What follows belongs to an exercise in optimizing a design on an open flow for small area; a production flow would make more cautious choices.
Function was checked by simulation only, so behaviour that the tests miss may differ from the original.
Power figures rest on the tool's default switching activity, not on a simulated workload.

## design/flow/design.v

```verilog
module gen_arb_strict_top #(
    parameter WID = 4  
) (
    input  logic [WID-1:0] rqsts ,  
    output logic [WID-1:0] grnts    
);
    logic [WID-1:0] prev_g ;  
    genvar i;
    generate
        for (i = 0; i < WID; i = i + 1) begin: gen_arb_loop
            if (i==0) begin: gen_1st_stage_cond
                assign prev_g[i] = 1'b0     ;  
                assign grnts[i]  = rqsts[i] ;  
            end
            else begin: gen_rest_cond
                assign prev_g[i] = prev_g[i-1] | rqsts[i-1] ;  
                assign grnts[i]  = ~prev_g[i]  & rqsts[i]   ;  
            end
        end
    endgenerate
endmodule
module gen_arb_rr_updt_mask #(
    parameter WID = 16  
) (
    input wire [    0:0] clk   ,  
    input wire [    0:0] rst_n ,  
    input wire [WID-1:0] grnts ,  
    output reg [WID-1:0] mask     
);
wire [WID-1:0] mask_next ;  
genvar II;
generate
    for (II = 0; II < WID ; II = II + 1 ) begin
        if (II==0) begin
            assign mask_next[II] = 1'b0 ;  
        end
        else begin 
            assign mask_next[II] = mask_next[II-1] | grnts[II-1] ; 
        end
    end
endgenerate
always_ff @(posedge clk) begin
    if (!rst_n) begin
        mask <= {WID{1'b0}} ; 
    end
    else begin
        mask <= mask_next ; 
    end
end
endmodule
module gen_arb_rr_top #(
    parameter WID = 16  
) (
    input wire [    0:0] clk   ,  
    input wire [    0:0] rst_n ,  
    input wire [WID-1:0] rqsts ,  
    output reg [WID-1:0] grnts    
);
wire [WID-1:0] base_grnts   ;  
wire [WID-1:0] mask         ;  
wire [WID-1:0] masked_rqsts ;  
wire [WID-1:0] masked_grnts ;  
wire [    0:0] mask_grntd   ;  
assign masked_rqsts = mask & rqsts                           ;  
assign mask_grntd   = |(masked_grnts)                        ;  
assign grnts        = mask_grntd ? masked_grnts : base_grnts ;  
gen_arb_strict_top #(.WID(WID)) i0_arb_strict (
    .rqsts (rqsts       ), 
    .grnts (base_grnts  )
);
gen_arb_strict_top #(.WID(WID)) i1_arb_strict (
    .rqsts (masked_rqsts), 
    .grnts (masked_grnts)
);
gen_arb_rr_updt_mask #(.WID(WID)) i_arb_round_robin_update_mask (
    .clk   (clk  ),
    .rst_n (rst_n),
    .grnts (grnts),
    .mask  (mask )
); 
endmodule
module gen_cnt_top #(
    parameter  CNT_W = 4    
) (
    input  logic [      0:0] clk   ,  
    input  logic [      0:0] rst_n ,  
    input  logic [CNT_W-1:0] lim   ,  
    input  logic [      0:0] inc   ,  
    input  logic [      0:0] dec   ,  
    input  logic [      0:0] clr   ,  
    output logic [CNT_W-1:0] count    
);
logic             msk_inc     ;  
logic             msk_dec     ;  
logic             wrap_cond   ;  
logic [CNT_W-1:0] count_next  ;  
assign msk_inc = inc & ~dec ; 
assign msk_dec = dec & ~inc ; 
assign wrap_cond  = (count==lim) & msk_inc ;  
assign count_next = clr | wrap_cond ? CNT_W'(0) : msk_inc ? count + CNT_W'(1) : msk_dec ? count - CNT_W'(1) : count ; 
always_ff @( posedge clk) begin 
    if (!rst_n) begin
        count <= CNT_W'(0) ;  
    end
    else begin
        count <= count_next ;  
    end
end
endmodule
module gen_crd_mng_top #(
   parameter int CRD_INIT_AMOUNT  = 8 ,  
   parameter int MAX_CRD_GRNT_VAL = 1 ,  
   parameter int MAX_CRD_USED_VAL = 1 ,  
   parameter int CRD_RST_AMOUNT   = CRD_INIT_AMOUNT ,  
   localparam int CRD_CNT_W  = $clog2(CRD_INIT_AMOUNT)  + 1 ,  
   localparam int CRD_GRNT_W = $clog2(MAX_CRD_GRNT_VAL) + 1 ,  
   localparam int CRD_USED_W = $clog2(MAX_CRD_USED_VAL) + 1    
)(
   input  logic                  clk          ,  
   input  logic                  rst_n        ,  
   input  logic [CRD_GRNT_W-1:0] crd_grnt_val ,  
   input  logic                  crd_grnt_en  ,  
   input  logic [CRD_USED_W-1:0] crd_used_val ,  
   input  logic                  crd_used_en  ,  
   output logic [CRD_CNT_W -1:0] crd_cnt      ,  
   output logic                  crd_exist       
);
logic [CRD_CNT_W-1:0] crd_cnt_next     ; 
logic                 inc_y_dec_y_cond ; 
logic                 inc_y_dec_n_cond ; 
logic                 inc_n_dec_y_cond ; 
logic                 inc_n_dec_n_cond ; 
logic [CRD_CNT_W-1:0] inc_y_dec_y_val  ; 
logic [CRD_CNT_W-1:0] inc_y_dec_n_val  ; 
logic [CRD_CNT_W-1:0] inc_n_dec_y_val  ; 
logic [CRD_CNT_W-1:0] inc_n_dec_n_val  ; 
logic [CRD_CNT_W-1:0] crd_grnt_ext     ; 
logic [CRD_CNT_W-1:0] crd_used_ext     ; 
logic [CRD_CNT_W-1:0] crd_used_min     ; 
assign inc_y_dec_y_cond =  crd_grnt_en &  crd_used_en ; 
assign inc_y_dec_n_cond =  crd_grnt_en & ~crd_used_en ; 
assign inc_n_dec_y_cond = ~crd_grnt_en &  crd_used_en ; 
assign inc_n_dec_n_cond = ~crd_grnt_en & ~crd_used_en ; 
assign crd_grnt_ext    = crd_grnt_val                                                  ;  
assign crd_used_ext    = crd_used_val                                                  ;  
assign inc_y_dec_y_val = crd_cnt + crd_grnt_ext - crd_used_ext                         ; 
assign inc_y_dec_n_val = crd_cnt + crd_grnt_ext                                        ; 
assign inc_n_dec_y_val = crd_cnt                - crd_used_ext                         ; 
assign inc_n_dec_n_val = crd_cnt                                                       ; 
assign crd_cnt_next = {CRD_CNT_W{inc_y_dec_y_cond}} & inc_y_dec_y_val | 
                      {CRD_CNT_W{inc_y_dec_n_cond}} & inc_y_dec_n_val | 
                      {CRD_CNT_W{inc_n_dec_y_cond}} & inc_n_dec_y_val | 
                      {CRD_CNT_W{inc_n_dec_n_cond}} & inc_n_dec_n_val ; 
assign crd_used_min = MAX_CRD_USED_VAL ; 
assign crd_exist = crd_cnt >= crd_used_min ; 
always_ff @(posedge clk)  
   if (!rst_n)  
      crd_cnt <= CRD_RST_AMOUNT[CRD_CNT_W-1:0];
   else  
      crd_cnt <= crd_cnt_next ; 
endmodule
module gen_dec_top #(
   parameter  DAT_IN_W  =             2 ,  
   localparam DAT_OUT_W = 2 ** DAT_IN_W    
)(
   input  logic [DAT_IN_W -1:0] dat_in ,  
   input  logic                 en     ,  
   output logic [DAT_OUT_W-1:0] dat_out   
);
genvar BIT ; 
generate
   for (BIT=0; BIT<DAT_OUT_W; BIT++) begin: gen_dec_loop
      assign dat_out[BIT] = (dat_in==DAT_IN_W'(BIT)) & en ; 
   end
endgenerate
endmodule
module gen_enc_top #(
   parameter  DAT_IN_W  =               4 ,  
   localparam DAT_OUT_W = $clog2(DAT_IN_W)   
)(
   input  logic [DAT_IN_W -1:0] dat_in ,  
   output logic [DAT_OUT_W-1:0] dat_out   
);
always_comb begin
   dat_out = DAT_OUT_W'(0) ; 
   for (int i=0; i<DAT_IN_W; i++) begin
      dat_out = dat_in[i] ? DAT_OUT_W'(i) : dat_out ; 
   end
end
endmodule
module gen_pipe_top #(
   parameter           DEPTH       =    2 ,  
   parameter           DAT_W       =    4 ,  
   parameter bit [0:0] LOW_PWR_OPT = 1'b1    
) (
   input  logic [      0:0] clk     ,  
   input  logic [      0:0] rst_n   ,  
   input  logic [DAT_W-1:0] dat_in  ,  
   input  logic [      0:0] vld_in  ,  
   output logic [DAT_W-1:0] dat_out ,  
	output logic [      0:0] vld_out    
);
logic [DEPTH:0][DAT_W-1:0] pipe_dat ; 
logic [DEPTH:0]            pipe_vld ; 
genvar ST ; 
generate
   for (ST = 0; ST<DEPTH; ST++) begin : gen_pipe_loop
      if (ST==0) begin : gen_1st_stage_cond 
         always_ff @(posedge clk) begin
            if (!rst_n) begin
               pipe_dat[1] <= DAT_W'(0) ; 
               pipe_vld[1] <= 1'b0      ;
            end
            else if (pipe_vld[ST] | ~LOW_PWR_OPT) begin
               pipe_dat[1] <= dat_in ; 
               pipe_vld[1] <= vld_in ;
            end
         end
      end
      else begin : gen_2nd_stage_cond
         always_ff @(posedge clk) begin
            if (!rst_n) begin
               pipe_dat[ST+1] <= DAT_W'(0) ; 
               pipe_vld[ST+1] <= 1'b0      ;
            end
            else if (pipe_vld[ST] | ~LOW_PWR_OPT) begin
               pipe_dat[ST+1] <= pipe_dat[ST] ; 
               pipe_vld[ST+1] <= pipe_vld[ST] ;
            end
         end
      end
   end
endgenerate
assign dat_out = DEPTH==0 ? dat_in : pipe_dat[DEPTH] ; 
assign vld_out = DEPTH==0 ? vld_in : pipe_vld[DEPTH] ; 
endmodule
module gen_fifo_ctrl_cfg_size_top #(
    parameter  PTR_W =         4 ,  
    localparam CNT_W = PTR_W + 1    
) (
    input  logic [      0:0] clk        ,  
    input  logic [      0:0] rst_n      ,  
    input  logic [CNT_W-1:0] cfg_size   ,  
    input  logic [CNT_W-1:0] cfg_af_th  ,  
    input  logic [CNT_W-1:0] cfg_ae_th  ,  
    input  logic [      0:0] clr        ,  
    input  logic [      0:0] push       ,  
    input  logic [      0:0] pop        ,  
    output logic [PTR_W-1:0] rd_ptr     ,  
    output logic [PTR_W-1:0] wr_ptr     ,  
    output logic [CNT_W-1:0] sts_count  ,  
    output logic [      0:0] sts_full   ,  
    output logic [      0:0] sts_af     ,  
    output logic [      0:0] sts_ae     ,  
    output logic [      0:0] sts_empty  ,  
    output logic [      0:0] err_ovfl   ,  
    output logic [      0:0] err_udfl      
);
logic             rd_ptr_inc_cond ; 
logic             wr_ptr_inc_cond ; 
logic [PTR_W-1:0] ptr_lim         ; 
assign sts_full  = (sts_count == cfg_size)      ;  
assign sts_af    = (sts_count >= cfg_af_th)     ;  
assign sts_ae    = (sts_count <= cfg_ae_th)     ;  
assign sts_empty = (sts_count == CNT_W'(0))     ;  
assign err_ovfl  = push & sts_full              ;  
assign err_udfl  = pop & sts_empty              ;  
assign ptr_lim = cfg_size[PTR_W-1:0] - PTR_W'(1) ; 
assign rd_ptr_inc_cond = pop & ~sts_empty ;  
gen_cnt_top #(.CNT_W(PTR_W)) i_rd_ptr_cnt (
   .clk   (clk            ),  
   .rst_n (rst_n          ),  
   .lim   (ptr_lim        ),  
   .inc   (rd_ptr_inc_cond),  
   .dec   (1'b0           ),  
   .clr   (clr            ),  
   .count (rd_ptr         )   
);
assign wr_ptr_inc_cond = push & ~sts_full ;  
gen_cnt_top #(.CNT_W(PTR_W)) i_wr_ptr_cnt (
   .clk   (clk            ),  
   .rst_n (rst_n          ),  
   .lim   (ptr_lim        ),  
   .inc   (wr_ptr_inc_cond),  
   .dec   (1'b0           ),  
   .clr   (clr            ),  
   .count (wr_ptr         )   
);
gen_cnt_top #(.CNT_W(CNT_W)) i_count_cnt (
   .clk   (clk            ),  
   .rst_n (rst_n          ),  
   .lim   ({CNT_W{1'b1}}  ),  
   .inc   (wr_ptr_inc_cond),  
   .dec   (rd_ptr_inc_cond),  
   .clr   (clr            ),  
   .count (sts_count      )   
);
endmodule
module gen_fifo_ctrl_mult_ch_top #(
   parameter           CH_N         =    8 ,  
   parameter           ADD_W        =    8 ,  
   parameter           DAT_W        =   32 ,  
   parameter           RQST_CRDT_N  =    8 ,  
   parameter bit [0:0] RR_ARB_OPT   = 1'b1 ,  
   parameter           DLY_USER2MEM =    0 ,  
   parameter           DLY_MEM2USER =    1 ,  
   localparam RQST_CRDT_W = $clog2(RQST_CRDT_N) + 1 ,  
   localparam CH_W        = $clog2(CH_N)            ,  
   localparam CNT_W       = ADD_W + 1                  
)(
   input  logic                              clk               ,  
   input  logic                              rst_n             ,  
   input  logic [CH_N-1:0][ADD_W       -1:0] cfg_vec_dat_base  ,  
   input  logic [CH_N-1:0][CNT_W       -1:0] cfg_vec_dat_size  ,  
   input  logic [CH_N-1:0][CNT_W       -1:0] cfg_vec_dat_af_th ,  
   input  logic [CH_N-1:0][CNT_W       -1:0] cfg_vec_dat_ae_th ,  
   input  logic [CH_N-1:0][RQST_CRDT_W -1:0] cfg_vec_crd_af_th ,  
   input  logic [CH_N-1:0][RQST_CRDT_W -1:0] cfg_vec_crd_ae_th ,  
   input  logic                              clr_rqst          ,  
   input  logic           [CH_W        -1:0] clr_ch_num        ,  
   input  logic                              rd_rqst           ,  
   input  logic           [CH_W        -1:0] rd_ch_num         ,  
   input  logic                              usr_in_vld        ,  
   input  logic           [CH_W        -1:0] usr_in_ch_num     ,  
   input  logic           [DAT_W       -1:0] usr_in_dat        ,  
   output logic                              usr_out_vld       ,  
   output logic           [CH_W        -1:0] usr_out_ch_num    ,  
   output logic           [DAT_W       -1:0] usr_out_dat       ,  
   output logic [CH_N-1:0][CNT_W       -1:0] sts_vec_dat_count ,  
   output logic [CH_N-1:0]                   sts_vec_dat_full  ,  
   output logic [CH_N-1:0]                   sts_vec_dat_af    ,  
   output logic [CH_N-1:0]                   sts_vec_dat_ae    ,  
   output logic [CH_N-1:0]                   sts_vec_dat_empty ,  
   output logic [CH_N-1:0][RQST_CRDT_W -1:0] sts_vec_crd_count ,  
   output logic [CH_N-1:0]                   sts_vec_crd_full  ,  
   output logic [CH_N-1:0]                   sts_vec_crd_af    ,  
   output logic [CH_N-1:0]                   sts_vec_crd_ae    ,  
   output logic [CH_N-1:0]                   sts_vec_crd_empty ,  
   output logic [CH_N-1:0]                   err_vec_dat_ovfl  ,  
   output logic [CH_N-1:0]                   err_vec_dat_udfl  ,  
   output logic [CH_N-1:0]                   err_vec_rqst_ovfl ,  
   output logic [CH_N-1:0]                   err_vec_rqst_udfl ,  
   output logic                              err_clr_rqst_ovfl ,  
   output logic                              func_ch_clrd      ,  
   output logic                              mem_cs            ,  
   output logic                              mem_wen           ,  
   output logic           [ADD_W       -1:0] mem_add           ,  
   output logic           [DAT_W       -1:0] mem_dat_in        ,  
   input  logic           [DAT_W       -1:0] mem_dat_out          
);
localparam [1:0] CLR_IDLE = 2'b00, CLR_IN_PROG = 2'b01, CLR_DONE = 2'b10 ;
function automatic logic f_ge9 (input logic [CNT_W-1:0] a, input logic [CNT_W-1:0] b) ;  
   logic r ;
   r = 1'b1 ;
   for (int i=0; i<CNT_W; i++) r = (a[i] & ~b[i]) | (a[i] & r) | (~b[i] & r) ;
   f_ge9 = r ;
endfunction
function automatic logic f_ge4 (input logic [RQST_CRDT_W-1:0] a, input logic [RQST_CRDT_W-1:0] b) ;  
   logic r ;
   r = 1'b1 ;
   for (int i=0; i<RQST_CRDT_W; i++) r = (a[i] & ~b[i]) | (a[i] & r) | (~b[i] & r) ;
   f_ge4 = r ;
endfunction
function automatic logic [RQST_CRDT_W-1:0] f_updn4 (input logic [RQST_CRDT_W-1:0] a, input logic up, input logic dn) ;
   logic [RQST_CRDT_W-1:0] r ;
   logic cu, cd ;
   cu = up ; cd = dn ;
   for (int i=0; i<RQST_CRDT_W; i++) begin
      r[i] = a[i] ^ (cu | cd) ;
      cu = cu & a[i] ;
      cd = cd & ~a[i] ;
   end
   f_updn4 = r ;
endfunction
logic [CH_N-1:0][CNT_W-1:0]       cnt_q   ;
logic [CH_N-1:0][ADD_W-1:0]       rd_q    ;
logic [CH_N-1:0][RQST_CRDT_W-1:0] crd_q   ;
logic                             ovld_q  ;
logic [CH_W-1:0]                  och_q   ;
logic [1:0]                       cst_q   ;
logic [CH_W-1:0]                  cch_q   ;
logic            cst_idle, cst_prog, cst_done ;
logic [CH_W-1:0] icn ;
logic [CH_N-1:0] crd_ex ;
logic            cce ;
logic [1:0]      cst_n ;
logic            uvm ;
assign cst_idle = cst_q == CLR_IDLE    ;
assign cst_prog = cst_q == CLR_IN_PROG ;
assign cst_done = cst_q == CLR_DONE    ;
assign icn      = (clr_rqst & cst_idle) ? clr_ch_num : cch_q ;
assign cce      = crd_ex[icn] ;
always_comb begin
   case (cst_q)
      CLR_IDLE    : cst_n = clr_rqst ? (cce ? CLR_IN_PROG : CLR_DONE) : CLR_IDLE ;
      CLR_IN_PROG : cst_n = cce ? CLR_IN_PROG : CLR_DONE ;
      default     : cst_n = CLR_IDLE ;
   endcase
end
assign uvm = usr_in_vld & (cst_idle | (cch_q != usr_in_ch_num)) ;
logic [CH_N-1:0] rq, rq_m, rr_mask ;
logic            gv, gv_m ;
logic [CH_W-1:0] g_idx, g_idx_m, pop_ch ;
always_comb begin
   for (int i=0; i<CH_N; i++) begin
      rq[i]      = crd_ex[i] & ~uvm & (~cst_prog | (cch_q == CH_W'(i))) ;
      rr_mask[i] = ovld_q & (i > och_q) ;
   end
   rq_m = rq & rr_mask ;
   gv = 1'b0 ; g_idx = '0 ;
   for (int i=CH_N-1; i>=0; i--) if (rq[i]) begin gv = 1'b1 ; g_idx = CH_W'(i) ; end
   gv_m = 1'b0 ; g_idx_m = '0 ;
   for (int i=CH_N-1; i>=0; i--) if (rq_m[i]) begin gv_m = 1'b1 ; g_idx_m = CH_W'(i) ; end
   pop_ch = gv_m ? g_idx_m : g_idx ;
end
logic [CH_N-1:0] dat_full, dat_empty ;
logic [CH_W-1:0] sel ;
logic [ADD_W-1:0] rd_s, base_s, wr_s, ptr_s ;
logic [CNT_W-1:0] cnt_s, size_s, sum_s, rd_inc, cnt_n ;
logic [CNT_W:0]   dif_s ;
logic [ADD_W-1:0] rd_n ;
logic             full_s, empty_s, push_ev, pop_ev ;
assign sel     = uvm ? usr_in_ch_num : pop_ch ;
assign rd_s    = rd_q[sel] ;
assign cnt_s   = cnt_q[sel] ;
assign size_s  = cfg_vec_dat_size[sel] ;
assign base_s  = cfg_vec_dat_base[sel] ;
assign full_s  = dat_full[usr_in_ch_num] ;
assign empty_s = dat_empty[pop_ch] ;
assign sum_s   = {1'b0, rd_s} + cnt_s ;
assign dif_s   = {1'b0, sum_s} - {1'b0, size_s} ;
assign wr_s    = dif_s[CNT_W] ? sum_s[ADD_W-1:0] : dif_s[ADD_W-1:0] ;
assign ptr_s   = uvm ? wr_s : rd_s ;
assign mem_add = ptr_s + base_s ;
assign rd_inc  = {1'b0, rd_s} + 1'b1 ;
assign rd_n    = (rd_inc == size_s) ? '0 : rd_inc[ADD_W-1:0] ;
assign cnt_n   = uvm ? cnt_s + 1'b1 : cnt_s - 1'b1 ;
assign push_ev = uvm & ~full_s ;
assign pop_ev  = gv & ~empty_s ;
genvar CH ;
generate
   for (CH=0; CH<CH_N; CH++) begin: gen_ch
      logic is_sel, clr_ch, ld_cnt, ld_rd, crd_inc, crd_dec, pop_c, push_c, rdq_c ;
      assign is_sel  = sel == CH_W'(CH) ;
      assign clr_ch  = cst_done & (cch_q == CH_W'(CH)) ;
      assign ld_cnt  = is_sel & (push_ev | pop_ev) ;
      assign ld_rd   = is_sel & pop_ev ;
      assign pop_c   = gv & (pop_ch == CH_W'(CH)) ;
      assign push_c  = uvm & (usr_in_ch_num == CH_W'(CH)) ;
      assign rdq_c   = rd_rqst & (rd_ch_num == CH_W'(CH)) ;
      always_ff @(posedge clk) begin
         if (!rst_n | clr_ch) begin
            cnt_q[CH] <= '0 ;
            rd_q [CH] <= '0 ;
         end
         else begin
            if (ld_cnt) cnt_q[CH] <= cnt_n ;
            if (ld_rd ) rd_q [CH] <= rd_n ;
         end
      end
      assign crd_inc = rdq_c & ~sts_vec_crd_full[CH] ;
      assign crd_dec = pop_c ;
      always_ff @(posedge clk) begin
         if (!rst_n)
            crd_q[CH] <= '0 ;
         else
            crd_q[CH] <= f_updn4(crd_q[CH], crd_inc & ~crd_dec, crd_dec & ~crd_inc) ;
      end
      assign crd_ex[CH]            = |crd_q[CH] ;
      assign sts_vec_crd_count[CH] = crd_q[CH] ;
      assign sts_vec_crd_full [CH] = crd_q[CH][RQST_CRDT_W-1] ;  
      assign sts_vec_crd_af   [CH] = f_ge4(crd_q[CH], cfg_vec_crd_af_th[CH]) ;
      assign sts_vec_crd_ae   [CH] = f_ge4(cfg_vec_crd_ae_th[CH], crd_q[CH]) ;
      assign sts_vec_crd_empty[CH] = ~crd_ex[CH] ;
      assign err_vec_rqst_ovfl[CH] = rdq_c & sts_vec_crd_full[CH] ;
      assign err_vec_rqst_udfl[CH] = 1'b0 ;  
      assign sts_vec_dat_count[CH] = cnt_q[CH] ;
      assign dat_full [CH]         = cnt_q[CH] == cfg_vec_dat_size[CH] ;
      assign dat_empty[CH]         = cnt_q[CH] == '0 ;
      assign sts_vec_dat_full [CH] = dat_full[CH] ;
      assign sts_vec_dat_empty[CH] = dat_empty[CH] ;
      assign sts_vec_dat_af   [CH] = f_ge9(cnt_q[CH], cfg_vec_dat_af_th[CH]) ;
      assign sts_vec_dat_ae   [CH] = f_ge9(cfg_vec_dat_ae_th[CH], cnt_q[CH]) ;
      assign err_vec_dat_ovfl [CH] = push_c & dat_full[CH] ;
      assign err_vec_dat_udfl [CH] = pop_c & dat_empty[CH] ;
   end
endgenerate
always_ff @(posedge clk) begin
   if (!rst_n) begin
      cst_q  <= CLR_IDLE ;
      cch_q  <= '0 ;
      ovld_q <= 1'b0 ;
      och_q  <= '0 ;
   end
   else begin
      cst_q  <= cst_n ;
      cch_q  <= icn ;
      ovld_q <= gv ;
      och_q  <= pop_ch ;
   end
end
assign usr_out_vld       = ovld_q ;
assign usr_out_ch_num    = och_q ;
assign usr_out_dat       = mem_dat_out ;
assign mem_cs            = 1'b1 ;
assign mem_dat_in        = usr_in_dat ;
assign mem_wen           = push_ev ;
assign err_clr_rqst_ovfl = clr_rqst & ~cst_idle ;
assign func_ch_clrd      = cst_done ;
endmodule
```

## design/flow/run.sh

```bash
#!/bin/bash
# synth_recipe.tcl (not shown) runs the flow's synth.tcl, then flattens the netlist and writes it again
# the make line also repeats each setting of config.mk as NAME=value (left out here)
make -C /OpenROAD-flow-scripts/flow DESIGN_CONFIG=/design/flow/config.mk WORK_HOME=/design/flow/orfs CLKGATE_MAP_FILE= SYNTH_SCRIPT=/design/flow/synth_recipe.tcl finish
```

## design/flow/config.mk

```make
export PLATFORM = sky130hd
export DESIGN_NAME = gen_fifo_ctrl_mult_ch_top
export DESIGN_NICKNAME = gen_fifo_ctrl_mult_ch_top
export VERILOG_FILES = /design/flow/design.v
export SDC_FILE = /design/flow/constraint.sdc
export NUM_CORES = 4
export LEC_CHECK = 0
export CAP_MARGIN = 20
export CORE_MARGIN = 2
export CORE_UTILIZATION = 40
export SLEW_MARGIN = 20
```

## design/flow/constraint.sdc

```tcl
create_clock -name core_clock -period 10.0 [get_ports {clk}]
set_input_delay 2.0000 -clock core_clock [delete_from_list [all_inputs] [get_ports {clk}]]
set_output_delay 2.0000 -clock core_clock [all_outputs]
set_load 0.01 [all_outputs]
```

==> results.json, run 1 <==
{
  "outcome": "failed layout checks",
  "violations": "setup timing",
  "vias_per_cell": 5.86,
  "ios": 702,
  "total_power_mw": 11.4,
  "rr_endpoint": "cnt_q[35]",
  "vias": 19160,
  "yosysSeqAreaShare_pct": 21.4,
  "drc_errors": 0,
  "layout_commonest_cell": "clkdlybuf4s50_1",
  "p_per_area_nw_per_um2": 467,
  "drtIter0Drc": 1881,
  "power_frac_clock_pct": 6.5,
  "synth_edf_count": 0,
  "yosys-top-cells-area": "dfxtp_1 21%, maj3_1 9.7%, xnor2_1 5.7%, mux2i_1 5.6%, buf_4 5.3%",
  "port_buffers": 564,
  "hold_end": "rd_q[19]",
  "start_util_pct": 40.6,
  "crit_slowest_cell": "fa_2",
  "critPathKind": "input pin to primary output",
  "routedWlPerCell_um": 28.9,
  "min_from": "rd_q[19]",
  "grt.overflow.total": 0,
  "maxSlewHeadroom_pct": 21.4,
  "routed_wirelength_um": 94500,
  "seqCellArea_um2": 3540,
  "clock_latency_ps": 470,
  "grtUsageTotal_pct": 42.1,
  "core.rowCount": 74,
  "grt_pass1_vias": 18947,
  "ys.flop_type": "dfxtp_1",
  "gr-max-usage-layer": "met2",
  "period_needed_ps": 10520,
  "crit_buf_inv": 6,
  "synth_cells": 2135,
  "cts_max_level": 4,
  "multi_input_area_um2": 11600,
  "final_cells": 3270,
  "worstMarginPinSlew_ps": 1170,
  "switching_share_pct": 51.8,
  "mostFrequentLayoutCells": "552 x clkdlybuf4s50_1, 235 x nand2_1, 195 x buf_4, 177 x dfxtp_1, 173 x nor2_1",
  "ant_nets": 0,
  "chipHeight_um": 208,
  "numCtsBuffers": 17,
  "nets": 3197,
  "n_fill_cell": 3713,
  "p_int_mw": 5.48,
  "ys_ff_latch": 177,
  "setup-violations-final": 4,
  "die_x_um": 208,
  "hpwl_um": 79300,
  "gp_congestion": 1.05,
  "synth_area_um2": 16600,
  "required_ps": 8000,
  "gr-usage-met1_pct": 46.6,
  "clockRootBuffer": "clkbuf_16",
  "cts_tree": "built",
  "finClkSkew_ps": 20.1,
  "synth_area_per_cell_um2": 7.76,
  "holdPathStages": 1,
  "cp_max_fo": 5,
  "reg2regPathDepth": 22,
  "power_frac_seq_pct": 10.6,
  "r2r_slack_ps": 3820,
  "switching_power_mw": 5.88,
  "areaGrowthSynthToFinish_pct": 46.7,
  "rsz0062_at_grt": "yes",
  "finalWorstSetupSlack_ps": -522,
  "report.final.slew_viol_count": 0,
  "clk_pin_slew_ps": 80,
  "max_freq_mhz": 95.0,
  "cpMostUsedCell": "a21o_1",
  "critical_path.top_delay_family": "compound AO/OA/AOI/OAI gates",
  "worst_path_largest_cell_delay_ps": 610,
  "clock-sinks": 177,
  "combPwrFrac_pct": 82.9,
  "synth_top_area_share_pct": 21.4,
  "post-route-period-util_pct": 105,
  "grt_pass1_wl_um": 133000,
  "ys.warnings.count": 1,
  "hold_viol_final": 0,
  "end_kind": "primary output",
  "core_area_um2": 40800,
  "critPathLaunchType": "input pin",
  "timing.rr.start": "cch_q[2]",
  "arrival_ps": 8520,
  "hp-class": "flop to flop",
  "met2_usage_pct": 68.9,
  "drive_above_1_share_pct": 13.0,
  "dp_cells": 3213,
  "dieArea_um2": 43100,
  "crit_cells": 38,
  "async_reset_ff_share_pct": 0,
  "power.leakage_nw": 9.23,
  "antenna_found_initial": 2,
  "synth_area_leader_cell": "dfxtp_1",
  "firstDrtPassIters": 6,
  "ys_types": 93,
  "hold_ws_ps": 507,
  "ir_drop_mv": 0.361,
  "clock_path_buffers": 2,
  "grt_max_degree": 65,
  "use_met3_pct": 9.92,
  "max_cap_violations": 0
}
cells in the mapped netlist (4+ instances only):
cell type,number
o211ai_1,31
nor4_1,21
maj3_1,160
a211oi_1,18
nand3_1,114
nand4_1,21
clkbuf_1,43
buf_1,29
mux2_2,9
or3_1,11
o21bai_1,19
buf_4,118
buf_6,8
nand2_1,236
or4_1,5
nor2_1,176
a21o_1,15
buf_2,16
and3_1,14
and2_1,32
a32o_1,66
nand2b_1,30
a221oi_1,4
a31oi_1,7
a41oi_1,7
o21ai_0,75
and3b_1,6
xnor2_1,108
xor2_1,31
o21a_1,7
a21boi_0,10
and4_1,7
a211o_1,6
nor3b_1,4
fa_1,4
nor3_1,40
mux2i_1,93
dfxtp_1,177
nor2b_1,30
inv_1,135
ha_1,48
a21oi_1,66
per-stage QoR:
step           setup WS (ps)  instance area (µm²)  util, %  setup TNS, ps
2_1_floorplan           -587                16800        -          -1440
3_3_place_gp           -1460                23200     56.8          -7410
3_5_place_dp           -1610                23200     56.8          -8660
4_1_cts                 -649                24100     59.0          -1830
5_1_grt                 -849                24300     59.6          -2860
6_report                -522                24300     59.6          -1180
routing by layer:
layer  vias up  routed length (µm)  share of wire (%)
met2      1196               42800                 45
li1       8579                   -                  -
met1      9103               34100                 36
met5         -                  67              0.071
met3       280                8240                8.7
met4         2                9350                9.9
logic make-up after synthesis:
family / Yosys count / share of synthesized area (%)
xor gates and xnor gates: 141 / 7.65
DFF: 177 / 21.4
other: 2 / 0.0453
muxes: 106 / 6.77
AOI/OAI and AO/OA: 373 / 16.6
buffers and inverters: 353 / 11.2
and+or+nand+nor: 771 / 22.6
adders and majority gates: 212 / 13.8
power groups by stage:
stage | combinational (mW) | sequential [mW] | clock [mW]
2_1_floorplan | 4.61 | 1.12 | 0
3_3_place_gp | 8.65 | 1.20 | 0
3_5_place_dp | 8.72 | 1.20 | 0
4_1_cts | 8.96 | 1.19 | 0.735
5_1_grt | 9.95 | 1.21 | 0.759
6_report | 9.42 | 1.20 | 0.735
worst max-delay path by stage:
stage,from,to,slack [ps]
after global routing,usr_in_ch_num[2],mem_add[7],-850
after detailed placement,usr_in_ch_num[2],mem_add[7],-1610
final,usr_in_ch_num[2],mem_add[7],-520
after CTS,usr_in_ch_num[1],mem_add[7],-650
after floorplan,usr_in_ch_num[2],mem_add[7],-590
after global placement,usr_in_ch_num[0],mem_add[7],-1460
state kept, by name, summed over array words and instances, names as in the netlist:
register  cells
rd_q         64
och_q         3
crd_q        32
cnt_q        72
cch_q         3
ovld_q        1
cst_q         2
area by class of cell:
cell class,count,share of cell area [%]
Clock inverter,15,0.792
Inverter,137,2.18
Antenna cell,2,0.0206
Multi-Input combinational cell,1612,47.7
Sequential cell,177,14.6
Timing Repair Buffer,778,30.2
Tap cell,532,2.74
Clock buffer,17,1.75
repair_timing:
action                     4_1_cts  5_1_grt
resized for setup               73       44
pin swaps                       41       41
setup endpoints to repair        8        8
buffers inserted                19        9
hold buffers                     0        0
==> run 2, diff against run 1 <==
--- a/design/flow/design.v
+++ b/design/flow/design.v
@@ -399,41 +399,65 @@
 end
 assign uvm = usr_in_vld & (cst_idle | (cch_q != usr_in_ch_num)) ;
-logic [CH_N-1:0] rq, rq_m, rr_mask ;
-logic            gv, gv_m ;
-logic [CH_W-1:0] g_idx, g_idx_m, pop_ch ;
+logic [CH_N-1:0] rq, rq_m, rr_mask, g_base, g_msk, gnt_oh, pg_oh, pg_sel ;
+logic            gv, gv_m, pb, pm ;
+logic [CH_W-1:0] pop_ch ;
 always_comb begin
    for (int i=0; i<CH_N; i++) begin
-      rq[i]      = crd_ex[i] & ~uvm & (~cst_prog | (cch_q == CH_W'(i))) ;
+      rq[i]      = crd_ex[i] & (~cst_prog | (cch_q == CH_W'(i))) ;  
       rr_mask[i] = ovld_q & (i > och_q) ;
    end
    rq_m = rq & rr_mask ;
-   gv = 1'b0 ; g_idx = '0 ;
-   for (int i=CH_N-1; i>=0; i--) if (rq[i]) begin gv = 1'b1 ; g_idx = CH_W'(i) ; end
-   gv_m = 1'b0 ; g_idx_m = '0 ;
-   for (int i=CH_N-1; i>=0; i--) if (rq_m[i]) begin gv_m = 1'b1 ; g_idx_m = CH_W'(i) ; end
-   pop_ch = gv_m ? g_idx_m : g_idx ;
+   pb = 1'b0 ; pm = 1'b0 ;
+   for (int i=0; i<CH_N; i++) begin
+      g_base[i] = rq[i]   & ~pb ; pb = pb | rq[i]   ;
+      g_msk [i] = rq_m[i] & ~pm ; pm = pm | rq_m[i] ;
+   end
+   gv_m   = pm ;
+   pg_oh  = gv_m ? g_msk : g_base ;        
+   pg_sel = pg_oh ;
+   pg_sel[0] = pg_oh[0] | ~pb ;            
+   gv     = pb & ~uvm ;
+   gnt_oh = pg_oh & {CH_N{~uvm}} ;
+   pop_ch = '0 ;
+   for (int i=0; i<CH_N; i++) pop_ch = pop_ch | ({CH_W{gnt_oh[i]}} & CH_W'(i)) ;
 end
-logic [CH_N-1:0] dat_full, dat_empty ;
-logic [CH_W-1:0] sel ;
-logic [ADD_W-1:0] rd_s, base_s, wr_s, ptr_s ;
-logic [CNT_W-1:0] cnt_s, size_s, sum_s, rd_inc, cnt_n ;
-logic [CNT_W:0]   dif_s ;
+logic [CH_N-1:0] dat_full, dat_empty, sel_oh, usr_oh ;
+logic [ADD_W-1:0] rd_s, base_s ;
+logic [CNT_W-1:0] cnt_s, size_s, rd_inc, cnt_n, afth_s, aeth_s ;
+logic             full_n, af_n, ae_n ;
 logic [ADD_W-1:0] rd_n ;
 logic             full_s, empty_s, push_ev, pop_ev ;
-assign sel     = uvm ? usr_in_ch_num : pop_ch ;
-assign rd_s    = rd_q[sel] ;
-assign cnt_s   = cnt_q[sel] ;
-assign size_s  = cfg_vec_dat_size[sel] ;
-assign base_s  = cfg_vec_dat_base[sel] ;
-assign full_s  = dat_full[usr_in_ch_num] ;
-assign empty_s = dat_empty[pop_ch] ;
-assign sum_s   = {1'b0, rd_s} + cnt_s ;
-assign dif_s   = {1'b0, sum_s} - {1'b0, size_s} ;
-assign wr_s    = dif_s[CNT_W] ? sum_s[ADD_W-1:0] : dif_s[ADD_W-1:0] ;
-assign ptr_s   = uvm ? wr_s : rd_s ;
-assign mem_add = ptr_s + base_s ;
+always_comb begin
+   for (int i=0; i<CH_N; i++) begin
+      usr_oh[i] = usr_in_ch_num == CH_W'(i) ;
+      sel_oh[i] = uvm ? usr_oh[i] : pg_sel[i] ;
+   end
+   rd_s = '0 ; cnt_s = '0 ; size_s = '0 ; base_s = '0 ; afth_s = '0 ; aeth_s = '0 ; full_s = 1'b0 ; empty_s = 1'b0 ;
+   for (int i=0; i<CH_N; i++) begin
+      rd_s    = rd_s    | ({ADD_W{sel_oh[i]}} & rd_q[i]) ;
+      cnt_s   = cnt_s   | ({CNT_W{sel_oh[i]}} & cnt_q[i]) ;
+      size_s  = size_s  | ({CNT_W{sel_oh[i]}} & cfg_vec_dat_size[i]) ;
+      base_s  = base_s  | ({ADD_W{sel_oh[i]}} & cfg_vec_dat_base[i]) ;
+      afth_s  = afth_s  | ({CNT_W{sel_oh[i]}} & cfg_vec_dat_af_th[i]) ;
+      aeth_s  = aeth_s  | ({CNT_W{sel_oh[i]}} & cfg_vec_dat_ae_th[i]) ;
+      full_s  = full_s  | (usr_oh[i] & dat_full[i]) ;
+      empty_s = empty_s | (gnt_oh[i] & dat_empty[i]) ;
+   end
+end
+logic [ADD_W-1:0] wa0, wa1, ra ;
+logic [CNT_W:0]   wrap_sum ;
+logic             wrap ;
+assign wa0      = base_s + rd_s + cnt_s[ADD_W-1:0] ;
+assign wa1      = base_s + rd_s + cnt_s[ADD_W-1:0] + ~size_s[ADD_W-1:0] + 1'b1 ;
+assign wrap_sum = {2'b0, rd_s} + {1'b0, cnt_s} + {1'b0, ~size_s} + 1'b1 ;
+assign wrap     = wrap_sum[CNT_W] ;  
+assign ra       = base_s + rd_s ;
+assign mem_add  = ~uvm ? ra : wrap ? wa1 : wa0 ;
 assign rd_inc  = {1'b0, rd_s} + 1'b1 ;
 assign rd_n    = (rd_inc == size_s) ? '0 : rd_inc[ADD_W-1:0] ;
 assign cnt_n   = uvm ? cnt_s + 1'b1 : cnt_s - 1'b1 ;
+assign full_n  = cnt_n == size_s ;
+assign af_n    = f_ge9(cnt_n, afth_s) ;
+assign ae_n    = f_ge9(aeth_s, cnt_n) ;
 assign push_ev = uvm & ~full_s ;
 assign pop_ev  = gv & ~empty_s ;
@@ -441,21 +465,22 @@
 generate
    for (CH=0; CH<CH_N; CH++) begin: gen_ch
-      logic is_sel, clr_ch, ld_cnt, ld_rd, crd_inc, crd_dec, pop_c, push_c, rdq_c ;
-      assign is_sel  = sel == CH_W'(CH) ;
-      assign clr_ch  = cst_done & (cch_q == CH_W'(CH)) ;
-      assign ld_cnt  = is_sel & (push_ev | pop_ev) ;
-      assign ld_rd   = is_sel & pop_ev ;
-      assign pop_c   = gv & (pop_ch == CH_W'(CH)) ;
-      assign push_c  = uvm & (usr_in_ch_num == CH_W'(CH)) ;
-      assign rdq_c   = rd_rqst & (rd_ch_num == CH_W'(CH)) ;
+      logic clr_ch, keep, ld_cnt, ld_rd, keep_cnt, keep_rd, crd_inc, crd_dec, pop_c, push_c, rdq_c ;
+      assign clr_ch   = cst_done & (cch_q == CH_W'(CH)) ;
+      assign keep     = rst_n & ~clr_ch ;
+      assign ld_cnt   = keep &  (sel_oh[CH] & (push_ev | pop_ev)) ;
+      assign keep_cnt = keep & ~(sel_oh[CH] & (push_ev | pop_ev)) ;
+      assign ld_rd    = keep &  (sel_oh[CH] & pop_ev) ;
+      assign keep_rd  = keep & ~(sel_oh[CH] & pop_ev) ;
+      assign pop_c    = gnt_oh[CH] ;
+      assign push_c   = uvm & usr_oh[CH] ;
+      assign rdq_c    = rd_rqst & (rd_ch_num == CH_W'(CH)) ;
+      logic full_q, af_q, ae_q, af_0 ;
+      assign af_0 = ~|cfg_vec_dat_af_th[CH] ;  
       always_ff @(posedge clk) begin
-         if (!rst_n | clr_ch) begin
-            cnt_q[CH] <= '0 ;
-            rd_q [CH] <= '0 ;
-         end
-         else begin
-            if (ld_cnt) cnt_q[CH] <= cnt_n ;
-            if (ld_rd ) rd_q [CH] <= rd_n ;
-         end
+         cnt_q[CH] <= ({CNT_W{ld_cnt}} & cnt_n) | ({CNT_W{keep_cnt}} & cnt_q[CH]) ;
+         rd_q [CH] <= ({ADD_W{ld_rd }} & rd_n ) | ({ADD_W{keep_rd }} & rd_q [CH]) ;
+         full_q    <= (ld_cnt & full_n) | (keep_cnt & full_q) ;
+         af_q      <= (ld_cnt & af_n  ) | (keep_cnt & af_q  ) | (~keep & af_0) ;
+         ae_q      <= (ld_cnt & ae_n  ) | (keep_cnt & ae_q  ) | ~keep ;
       end
       assign crd_inc = rdq_c & ~sts_vec_crd_full[CH] ;
@@ -476,10 +501,10 @@
       assign err_vec_rqst_udfl[CH] = 1'b0 ;  
       assign sts_vec_dat_count[CH] = cnt_q[CH] ;
-      assign dat_full [CH]         = cnt_q[CH] == cfg_vec_dat_size[CH] ;
+      assign dat_full [CH]         = full_q ;
       assign dat_empty[CH]         = cnt_q[CH] == '0 ;
       assign sts_vec_dat_full [CH] = dat_full[CH] ;
       assign sts_vec_dat_empty[CH] = dat_empty[CH] ;
-      assign sts_vec_dat_af   [CH] = f_ge9(cnt_q[CH], cfg_vec_dat_af_th[CH]) ;
-      assign sts_vec_dat_ae   [CH] = f_ge9(cfg_vec_dat_ae_th[CH], cnt_q[CH]) ;
+      assign sts_vec_dat_af   [CH] = af_q ;
+      assign sts_vec_dat_ae   [CH] = ae_q ;
       assign err_vec_dat_ovfl [CH] = push_c & dat_full[CH] ;
       assign err_vec_dat_udfl [CH] = pop_c & dat_empty[CH] ;
==> design/flow/flow/run.sh (new file) <==
#!/bin/bash
# Standard ORFS flow (the standard.sh), with the I/O port buffers made
# from the smallest buffer cell instead of the default choice.
set -euo pipefail
export BUFFER_PORTS_ARGS="-buffer_cell sky130_fd_sc_hd__buf_1"
bash standard.sh > standard_flow.log 2>&1
==> design/flow/standard.sh (new file) <==
#!/bin/bash
# synth_recipe.tcl (not shown) runs the flow's synth.tcl, then flattens the netlist and writes it again
# the make line also repeats each setting of config.mk as NAME=value (left out here)
make -C /OpenROAD-flow-scripts/flow DESIGN_CONFIG=/design/flow/config.mk WORK_HOME=/design/flow/orfs CLKGATE_MAP_FILE= SYNTH_SCRIPT=/design/flow/synth_recipe.tcl "${@:-finish}"
--- a/design/flow/config.mk
+++ b/design/flow/config.mk
@@ -8,4 +8,4 @@
 export CAP_MARGIN = 20
 export CORE_MARGIN = 2
-export CORE_UTILIZATION = 40
+export CORE_UTILIZATION = 25
 export SLEW_MARGIN = 20
removed: design/flow/run.sh
==> results.json, run 2 <==
{
  "outcome": "finished clean",
  "core_area_um2": 61700,
  "ios": 702,
  "clockRootBuffer": "clkbuf_16",
  "final_core_util_pct": 31.2,
  "top_regs": "cnt_q: 72 flops, rd_q: 64 flops, crd_q: 32 flops",
  "required_ps": 8000,
  "clock_path_buffers": 3,
  "cp_max_fo": 11,
  "end_kind": "primary output",
  "yosys-top-cells-area": "dfxtp_1 26%, nand2_1 6.5%, a222oi_1 6.1%, buf_4 5.9%, nor2_1 5.8%",
  "routed_wirelength_um": 90400,
  "drc_errors": 0,
  "hp-class": "flop to flop",
  "grtUsageTotal_pct": 26.4,
  "max_cap_violations": 0,
  "synth_cells": 2056,
  "period_needed_ps": 9700,
  "ys_ff_latch": 201,
  "firstDrtPassIters": 7,
  "areaGrowthSynthToFinish_pct": 23.2,
  "largest-register": "cnt_q",
  "worst_path_largest_cell_delay_ps": 580,
  "critPathKind": "input pin to primary output",
  "cts_max_level": 1,
  "vias": 18443,
  "yosysSeqAreaShare_pct": 25.8,
  "p_per_area_nw_per_um2": 447,
  "gp_congestion": 0.944,
  "critPathLaunchType": "input pin",
  "vias_per_cell": 5.49,
  "dpl-instance-area_um2": 18300,
  "nets": 2989,
  "setup-violations-final": 0,
  "ys_top_cells_by_count": "269 x nand2_1, 243 x nor2_1, 201 x dfxtp_1",
  "grt.overflow.total": 0,
  "numCtsBuffers": 24,
  "grt_pass1_wl_um": 122000,
  "mostFrequentLayoutCells": "557 x buf_1, 269 x nand2_1, 242 x nor2_1, 201 x dfxtp_1, 121 x a21oi_1",
  "chipHeight_um": 254,
  "drtIter0Drc": 2355,
  "antenna_found_initial": 6,
  "crit_buf_inv": 6,
  "critical_path.top_delay_family": "compound AO/OA/AOI/OAI gates",
  "hold_viol_final": 0,
  "power.leakage_nw": 6.70,
  "core.rowCount": 91,
  "port_buffers": 564,
  "ant_nets": 0,
  "power_frac_seq_pct": 14.3,
  "worstMarginPinSlew_ps": 1060,
  "report.final.slew_viol_count": 0,
  "grt_pass1_vias": 16478,
  "final_cell_area_um2": 19300,
  "cts_hold_buf": 0,
  "synth_area_leader_cell": "dfxtp_1",
  "ys_types": 87,
  "ir_drop_mv": 0.216,
  "routedWlPerCell_um": 26.9,
  "start_util_pct": 25.3,
  "cts_tree": "built",
  "switching_share_pct": 55.4,
  "synth_top_area_share_pct": 25.8,
  "maxSlewHeadroom_pct": 29.2,
  "finClkSkew_ps": 26.3,
  "hpwl_um": 73300,
  "max_freq_mhz": 103,
  "ys.warnings.count": 1,
  "synth_most_common_cell": "nand2_1",
  "combPwrFrac_pct": 75.3,
  "p_int_mw": 3.84,
  "grt_max_degree": 65,
  "post-route-period-util_pct": 97.0,
  "dieArea_um2": 64500,
  "arrival_ps": 7700,
  "clock-sinks": 201,
  "drive_above_1_share_pct": 8.73,
  "ys.flop_type": "dfxtp_1",
  "synth_area_per_cell_um2": 7.60,
  "clock_latency_ps": 560,
  "crit_slowest_cell": "o41a_1",
  "clk_pin_slew_ps": 60,
  "power_frac_clock_pct": 10.4,
  "synth_edf_count": 0,
  "cpMostUsedCell": "a21o_1",
  "largest_reg_flops": 72,
  "layout_commonest_cell": "buf_1",
  "switching_power_mw": 4.77,
  "synth_area_um2": 15600,
  "async_reset_ff_share_pct": 0,
  "die_x_um": 254
}
==> run 2: cells by family (layout without fill, tap and decap cells) <==
| logic type | after synthesis | in the layout | synth area share [%] |
|---|---|---|---|
| AOI/OAI and AO/OA | 482 | 482 | 22.7 |
| xor gates and xnor gates | 76 | 76 | 4.41 |
| adders and majority gates | 107 | 107 | 8.44 |
| buffers and inverters | 331 | 787 | 11.5 |
| DFF | 201 | 201 | 25.8 |
| muxes | 18 | 18 | 1.31 |
| other | 2 | 13 | 0.0481 |
| and+or+nand+nor | 839 | 839 | 25.8 |
==> run 2: layout make-up <==
| type | count | area [µm²] |
|---|---|---|
| antenna | 4 | 10.0 |
| clock buffer | 33 | 664 |
| clock inverter | 11 | 139 |
| fill | 6773 | 42500 |
| inverter | 73 | 274 |
| multi-input combinational | 1531 | 10100 |
| sequential | 201 | 4020 |
| tap | 837 | 1050 |
| timing repair buffer | 670 | 3030 |
==> run 2: power by group through the flow <==
stage               logic (mW)  registers, mW  clock network [mW]
global route              6.97           1.24               0.941
finish                    6.49           1.23               0.900
floorplan                 3.82           1.17                   0
CTS                       6.26           1.22               0.904
detailed placement        6.23           1.23                   0
global placement          6.19           1.24                   0
==> run 2: worst min-delay path, delay by kind of cell, from the launching register on <==
kind	cells	cell delay, ps
AO/OA/AOI/OAI	1	50
flip-flops	1	310
AND/OR/NAND/NOR	1	50
==> run 2: through the flow <==
| stage | std cells | hold WS, ps | setup slack (ps) | setup TNS, ps | total power, mW |
|---|---|---|---|---|---|
| after floorplan | 2063 | 431 | 57.4 | 0 | 4.99 |
| after global placement | 3305 | 442 | 96.7 | 0 | 7.43 |
| after detailed placement | 3305 | 444 | -23.8 | -23.8 | 7.47 |
| after CTS | 3349 | 453 | 7.30 | 0 | 8.38 |
| after global routing | 3359 | 474 | -10.9 | -10.9 | 9.16 |
| final | 3360 | 454 | 301 | 0 | 8.61 |
==> run 2: per-layer routing <==
layer	share of wire (%)	track usage, %
met5	0.15	1.08
met3	12	7.33
met1	38	32.4
met4	4.0	10.1
met2	46	43.7
==> run 2: timing repair <==
action                     CTS  global route
setup buffers                0             7
pin swaps                    3            11
setup endpoints to repair    1             5
resized for setup            1            23
==> run 2: path summary, 6_finish.rpt <==
check                                       from        endpoint  slack [ps]  cells past startpoint
worst max-delay path            usr_in_ch_num[1]      mem_add[7]         300                     27
worst min-delay path                    rd_q[49]        rd_q[49]         450                      2
worst min register to register          rd_q[49]        rd_q[49]         450                      2
worst max register to register         crd_q[28]  gen_ch[7].ae_q        2580                     25
==> run 3, diff against run 2 <==
--- a/design/flow/config.mk
+++ b/design/flow/config.mk
@@ -8,4 +8,5 @@
 export CAP_MARGIN = 20
 export CORE_MARGIN = 2
-export CORE_UTILIZATION = 25
+export CORE_UTILIZATION = 40
+export CTS_BUF_LIST = sky130_fd_sc_hd__clkbuf_4
 export SLEW_MARGIN = 20
==> results.json, run 3 <==
{
  "outcome": "finished clean",
  "ys_types": 87,
  "core.rowCount": 72,
  "yosysSeqAreaShare_pct": 25.8,
  "total_power_mw": 8.37,
  "tns_ps": 0,
  "core_area_um2": 38600,
  "ys_ff_latch": 201,
  "p_per_area_nw_per_um2": 452,
  "areaGrowthSynthToFinish_pct": 18.7,
  "chipHeight_um": 202,
  "synth_area_um2": 15600,
  "port_buffers": 564,
  "post-route-period-util_pct": 97.3,
  "largest-register": "cnt_q",
  "vias": 19196,
  "max_freq_mhz": 103,
  "start_util_pct": 40.5,
  "hold_viol_final": 0,
  "maxSlewHeadroom_pct": 17.6,
  "finClkSkew_ps": 34.3,
  "rr_endpoint": "gen_ch[3].af_q",
  "critical_path.top_delay_family": "compound AO/OA/AOI/OAI gates",
  "top_regs": "cnt_q: 72 flops, rd_q: 64 flops, crd_q: 32 flops",
  "synth_edf_count": 0,
  "nets": 3019,
  "firstDrtPassIters": 11,
  "holdPathStages": 2,
  "clockRootBuffer": "clkbuf_4",
  "mostFrequentLayoutCells": "564 x buf_1, 269 x nand2_1, 242 x nor2_1, 200 x dfxtp_1, 124 x a21oi_1",
  "clock_latency_ps": 740,
  "period_needed_ps": 9730,
  "drc_errors": 0,
  "synth_area_leader_cell": "dfxtp_1",
  "clock-sinks": 201,
  "worstMarginPinSlew_ps": 1220,
  "die_x_um": 202,
  "drtIter0Drc": 2931,
  "end_kind": "primary output",
  "critPathKind": "flop to primary output",
  "synth_most_common_cell": "nand2_1",
  "ios": 702,
  "clk_pin_slew_ps": 70,
  "postCtsSetupRepairBufs": 0,
  "ant_nets": 0,
  "largest_reg_flops": 72,
  "gp_congestion": 1.08,
  "hp-class": "flop to flop",
  "required_ps": 8000,
  "ys.flop_type": "dfxtp_1",
  "report.final.slew_viol_count": 0,
  "cp_max_fo": 9,
  "ys_top_cells_by_count": "269 x nand2_1, 243 x nor2_1, 201 x dfxtp_1",
  "routed_wirelength_um": 92800,
  "dp_cells": 2994,
  "final_cells": 3092,
  "timing.rr.start": "crd_q[7]",
  "max_cap_violations": 0,
  "crit_path_start": "crd_q[7]",
  "setup-violations-final": 0,
  "crit_buf_inv": 3,
  "rsz0062_at_grt": "no",
  "dieArea_um2": 40600,
  "grtUsageTotal_pct": 43.5,
  "min_from": "rd_q[49]",
  "grt_pass1_wl_um": 128000,
  "layout_commonest_cell": "buf_1",
  "synth_cells": 2056,
  "ys.warnings.count": 1,
  "power.leakage_nw": 6.65,
  "synth_top_area_share_pct": 25.8,
  "critPathLaunchType": "flop",
  "antenna_found_initial": 8,
  "cpMostUsedCell": "a21o_1",
  "r2r_slack_ps": 2380,
  "crit_slowest_cell": "nor4_2",
  "cts_tree": "built",
  "arrival_ps": 7730,
  "ir_drop_mv": 0.276,
  "grt.overflow.total": 0,
  "hold_end": "rd_q[49]",
  "synth_area_per_cell_um2": 7.60,
  "clock_path_buffers": 3,
  "cts_max_level": 2,
  "async_reset_ff_share_pct": 0,
  "numCtsBuffers": 53,
  "grt_pass1_vias": 17636,
  "grt_max_degree": 65,
  "reg2regPathDepth": 27,
  "vias_per_cell": 6.21,
  "hpwl_um": 76900,
  "yosys-top-cells-area": "dfxtp_1 26%, nand2_1 6.5%, a222oi_1 6.1%, buf_4 5.9%, nor2_1 5.8%",
  "worst_path_largest_cell_delay_ps": 760,
  "routedWlPerCell_um": 30.0,
  "drive_above_1_share_pct": 9.54
}
-- run 3: worst max-delay path by stage --
stage / endpoint / slack, ps / cells after the start
after CTS: mem_add[7] / 260 / 25
after global placement: mem_add[7] / 350 / 24
after global routing: mem_add[7] / 9 / 26
final: mem_add[7] / 270 / 25
after detailed placement: mem_add[7] / 270 / 24
after floorplan: mem_add[7] / 60 / 27
-- run 3: tightest hold or removal path, delay by kind of cell (launching register included) --
| family | cells | cell delay [ps] |
|---|---|---|
| DFF | 1 | 320 |
| AOI/OAI and AO/OA | 1 | 50 |
| and+or+nand+nor | 1 | 50 |
-- run 3: routing by layer --
layer  up-vias  global-route usage (%)  part of all wire, %
met5         -                    2.98                 0.19
met4         4                    14.9                  3.5
met3       191                    23.8                   17
met2      1402                    62.8                   41
met1      9235                    54.4                   38
li1       8364                       -                    -
-- run 3: cell type report --
cell class | count | area [µm²]
inverters | 73 | 274
clock buffers | 78 | 586
fillers | 4032 | 20000
clock inverters | 14 | 88.8
flip-flops and latches | 201 | 4030
diodes | 6 | 15.0
multi-input cells | 1531 | 9960
repair buffers | 671 | 2950
well taps | 518 | 648
-- run 3: report_power, final --
part           internal, mW  switching [mW]
sequential            0.968           0.242
combinational          2.24            4.18
clock                 0.382           0.370
total                  3.59            4.79
-- run 3: stage by stage --
step / utilization [%] / cell area [µm²] / hold slack (ps) / worst slack (ps)
after global routing: 48.1 / 18500 / 485 / 9.36
after detailed placement: 46.3 / 17800 / 450 / 268
after floorplan: - / 15700 / 431 / 57.4
final: 48.1 / 18500 / 461 / 275
after CTS: 48.0 / 18500 / 459 / 260
after global placement: 46.2 / 17800 / 449 / 349
-- run 3: what timing repair did --
item,in CTS,in global routing
resized for setup,0,5
hold endpoints to repair,0,0
hold buffers,0,0
setup endpoints to repair,0,3
-- run 3: logic make-up after synthesis --
group | synth area share (%)
and+or+nand+nor | 25.8
AOI/OAI and AO/OA | 22.7
buffers and inverters | 11.5
DFF | 25.8
adders and majority gates | 8.44
xor gates and xnor gates | 4.41
muxes | 1.31
other | 0.0481
==> run 4, diff against run 3 <==
==> design/flow/flow/run.sh (replaced) <==
#!/bin/bash
# Standard ORFS flow (the standard.sh) with:
#  - I/O port buffers made from the smallest buffer cell,
#  - clock tree built from larger sink clusters and without dummy loads.
set -euo pipefail
export BUFFER_PORTS_ARGS="-buffer_cell sky130_fd_sc_hd__buf_1"
export CTS_ARGS="-sink_clustering_enable -repair_clock_nets -buf_list sky130_fd_sc_hd__clkbuf_8 -sink_clustering_size 14 -sink_clustering_max_diameter 60 -dont_use_dummy_load"
bash standard.sh > standard_flow.log 2>&1
--- a/design/flow/config.mk
+++ b/design/flow/config.mk
@@ -6,7 +6,6 @@
 export NUM_CORES = 4
 export LEC_CHECK = 0
-export CAP_MARGIN = 20
+export CAP_MARGIN = 5
 export CORE_MARGIN = 2
 export CORE_UTILIZATION = 40
-export CTS_BUF_LIST = sky130_fd_sc_hd__clkbuf_4
-export SLEW_MARGIN = 20
+export SLEW_MARGIN = 5
==> results.json, run 4 <==
{
  "nets": 2987,
  "required_ps": 8000,
  "yosysSeqAreaShare_pct": 25.8,
  "outcome": "finished clean",
  "synth-compound-area-share_pct": 22.7,
  "hold_ws_ps": 464,
  "mostFrequentLayoutCells": "563 x buf_1, 269 x nand2_1, 242 x nor2_1, 201 x dfxtp_1, 123 x a21oi_1",
  "cts_hold_buf": 0,
  "grt.overflow.total": 0,
  "grt_max_degree": 65,
  "async_reset_ff_share_pct": 0,
  "grt_pass1_vias": 17299,
  "final_core_util_pct": 47.1,
  "synth_mux_area_share_pct": 1.31,
  "dieArea_um2": 40600,
  "die_x_um": 202,
  "ios": 702,
  "rsz0062_at_grt": "no",
  "ys_ff_latch": 201,
  "synth_area_per_cell_um2": 7.60,
  "clockRootBuffer": "clkbuf_8",
  "worst_path_largest_cell_delay_ps": 570,
  "dp_cells": 2993,
  "ys_top_cells_by_count": "269 x nand2_1, 243 x nor2_1, 201 x dfxtp_1",
  "synth_cells": 2056,
  "synth-xor-area-share_pct": 4.41,
  "numCtsBuffers": 19,
  "ant_nets": 0,
  "cpMostUsedCell": "xnor2_1",
  "synth_area_um2": 15600,
  "synth_top_family_by_area": "simple AND/OR/NAND/NOR gates",
  "layout_commonest_cell": "buf_1",
  "ir_drop_mv": 0.279,
  "synth_area_leader_cell": "dfxtp_1",
  "ys.flop_type": "dfxtp_1",
  "synth_edf_count": 0,
  "routed_wirelength_um": 92600,
  "yosys-top-cells-area": "dfxtp_1 26%, nand2_1 6.5%, a222oi_1 6.1%, buf_4 5.9%, nor2_1 5.8%",
  "clock-sinks": 201,
  "ys_types": 87,
  "synth_most_common_cell": "nand2_1",
  "total_power_mw": 8.07,
  "clock_path_buffers": 3,
  "top_regs": "cnt_q: 72 flops, rd_q: 64 flops, crd_q: 32 flops",
  "final_cells": 3021,
  "vias_per_cell": 6.25,
  "critPathKind": "input pin to primary output",
  "max_cap_violations": 0,
  "cts_tree": "built",
  "post-route-period-util_pct": 97.5,
  "maxSlewHeadroom_pct": 14.2,
  "port_buffers": 564,
  "clock_latency_ps": 560,
  "p_per_area_nw_per_um2": 445,
  "areaGrowthSynthToFinish_pct": 16.2,
  "synth_top_area_share_pct": 25.8,
  "ys.warnings.count": 1,
  "hold_viol_final": 0,
  "worstMarginPinSlew_ps": 1280,
  "finClkSkew_ps": 57.8,
  "grt_pass1_wl_um": 128000,
  "tns_ps": 0,
  "setup-violations-final": 0,
  "antenna_found_initial": 8,
  "vias": 18883,
  "clk_pin_slew_ps": 90,
  "cp_max_fo": 21,
  "dpl-instance-area_um2": 17800,
  "start_util_pct": 40.5,
  "largest-register": "cnt_q",
  "place_ws_ps": 242,
  "synthSimpleGateAreaFrac_pct": 25.8,
  "hp-class": "flop to flop",
  "gp_congestion": 1.08,
  "synth_fa_ha_area_share_pct": 8.44,
  "largest_reg_flops": 72,
  "drtIter0Drc": 2693,
  "crit_buf_inv": 6,
  "finalWorstSetupSlack_ps": 249,
  "drc_errors": 0,
  "arrival_ps": 7750,
  "critPathLaunchType": "input pin",
  "cts_max_level": 1,
  "routedWlPerCell_um": 30.6,
  "period_needed_ps": 9750,
  "hpwl_um": 76900,
  "grtUsageTotal_pct": 43.3,
  "max_freq_mhz": 103,
  "drive_above_1_share_pct": 7.37,
  "final_cell_area_um2": 18200,
  "chipHeight_um": 202,
  "core.rowCount": 72,
  "crit_slowest_cell": "a222oi_1",
  "report.final.slew_viol_count": 0,
  "end_kind": "primary output",
  "critical_path.top_delay_family": "compound AO/OA/AOI/OAI gates",
  "core_area_um2": 38600,
  "power.leakage_nw": 6.40,
  "firstDrtPassIters": 11
}
-- run 4: cell counts after synthesis --
No cell type changed its count.
-- run 4: layout make-up --
| class | instances | area [µm²] |
|---|---|---|
| diodes | 6 | 15.0 |
| clock buffers | 19 | 262 |
| fillers | 4075 | 20400 |
| inverters | 73 | 274 |
| multi-input cells | 1531 | 9970 |
| flip-flops and latches | 201 | 4020 |
| well taps | 518 | 648 |
| repair buffers | 673 | 2960 |
-- run 4: per-layer routing --
| layer | wire length [µm] | GRT usage (%) |
|---|---|---|
| met5 | 175 | 2.86 |
| met4 | 3750 | 15.5 |
| met3 | 15400 | 23.8 |
| met2 | 38000 | 62.0 |
| met1 | 35300 | 54.0 |
-- run 4: worst reg2reg max path, cell delays in order, from the launching register on --
cell and delay (ps):
dfxtp_1 300, buf_4 170, nor4_2 790, buf_4 270
a21o_1 240, nand4_1 360, o41ai_1 650, o22a_2 330
buf_4 250, a22oi_1 130, buf_4 180, and3_1 180
buf_4 230, fa_1 490, nor2b_1 120, o21ai_0 80
nand2b_1 160, a21oi_1 90, o21ai_0 420, a21o_1 190
a21oi_1 70, xnor2_1 130, xnor2_1 130, buf_4 240
nor2_1 1010, nor3_1 110, a21oi_1 200
-- run 4: final timing paths --
kind | start | endpoint | slack, ps | depth (start not counted)
worst min-delay path | rd_q[1] | rd_q[1] | 460 | 2
worst min register to register | rd_q[1] | rd_q[1] | 460 | 2
worst max register to register | crd_q[7] | gen_ch[7].af_q | 2450 | 26
worst max-delay path | usr_in_ch_num[0] | mem_add[7] | 250 | 25
-- run 4: kinds of logic (layout without fill, tap and decap cells) --
logic type,after synthesis,after routing
xor+xnor,76,76
compound gates,482,482
mux,18,18
flops,201,201
other cells,2,15
fa+ha+maj,107,107
simple gates,839,839
buf+inv,331,765
-- run 4: where the power goes --
| group | switching [mW] | internal, mW | leakage (nW) |
|---|---|---|---|
| combinational | 4.17 | 2.23 | 4.63 |
| clock | 0.289 | 0.171 | 0.137 |
| sequential | 0.239 | 0.967 | 1.63 |
-- run 4: timing repair --
action	4_1_cts	5_1_grt
setup buffers	0	3
resized for setup	0	7
setup endpoints to repair	0	3

[re-timing with driven ports]
The results above use ideal ports. As a check the final layouts listed here were re-extracted and re-timed, cells and wires unchanged.
Step 1: set_driving_cell puts a clkbuf_16 on clk and a buf_2 on each other input, an assumption about the parent block.
Step 2, shift: input delay + t, output delay - t, t = (earliest + latest rising clock arrival at the registers) / 2. This alone moves slack from input paths to output paths.
Slacks: no drivers / after step 1 / after step 2; pairs: no drivers / after step 1.
| run | t, ns | slack for setup (ns) | hold slack, ns |
|---|---|---|---|
| run 1 | 0.496 | -0.522 / -0.553 / -0.553 | 0.507 / 0.507 / 0.507 |
| run 2 | 0.601 | 0.301 / 0.279 / 0.279 | 0.454 / 0.454 / 0.454 |
| run 3 | 0.769 | 0.275 / 0.201 / 0.201 | 0.461 / 0.461 / 0.461 |
| run 4 | 0.589 | 0.249 / 0.167 / 0.167 | 0.464 / 0.464 / 0.464 |
The setup slack of run 4, which loses most, moves by -0.082 ns with the drivers and by -0.082 ns with both steps.
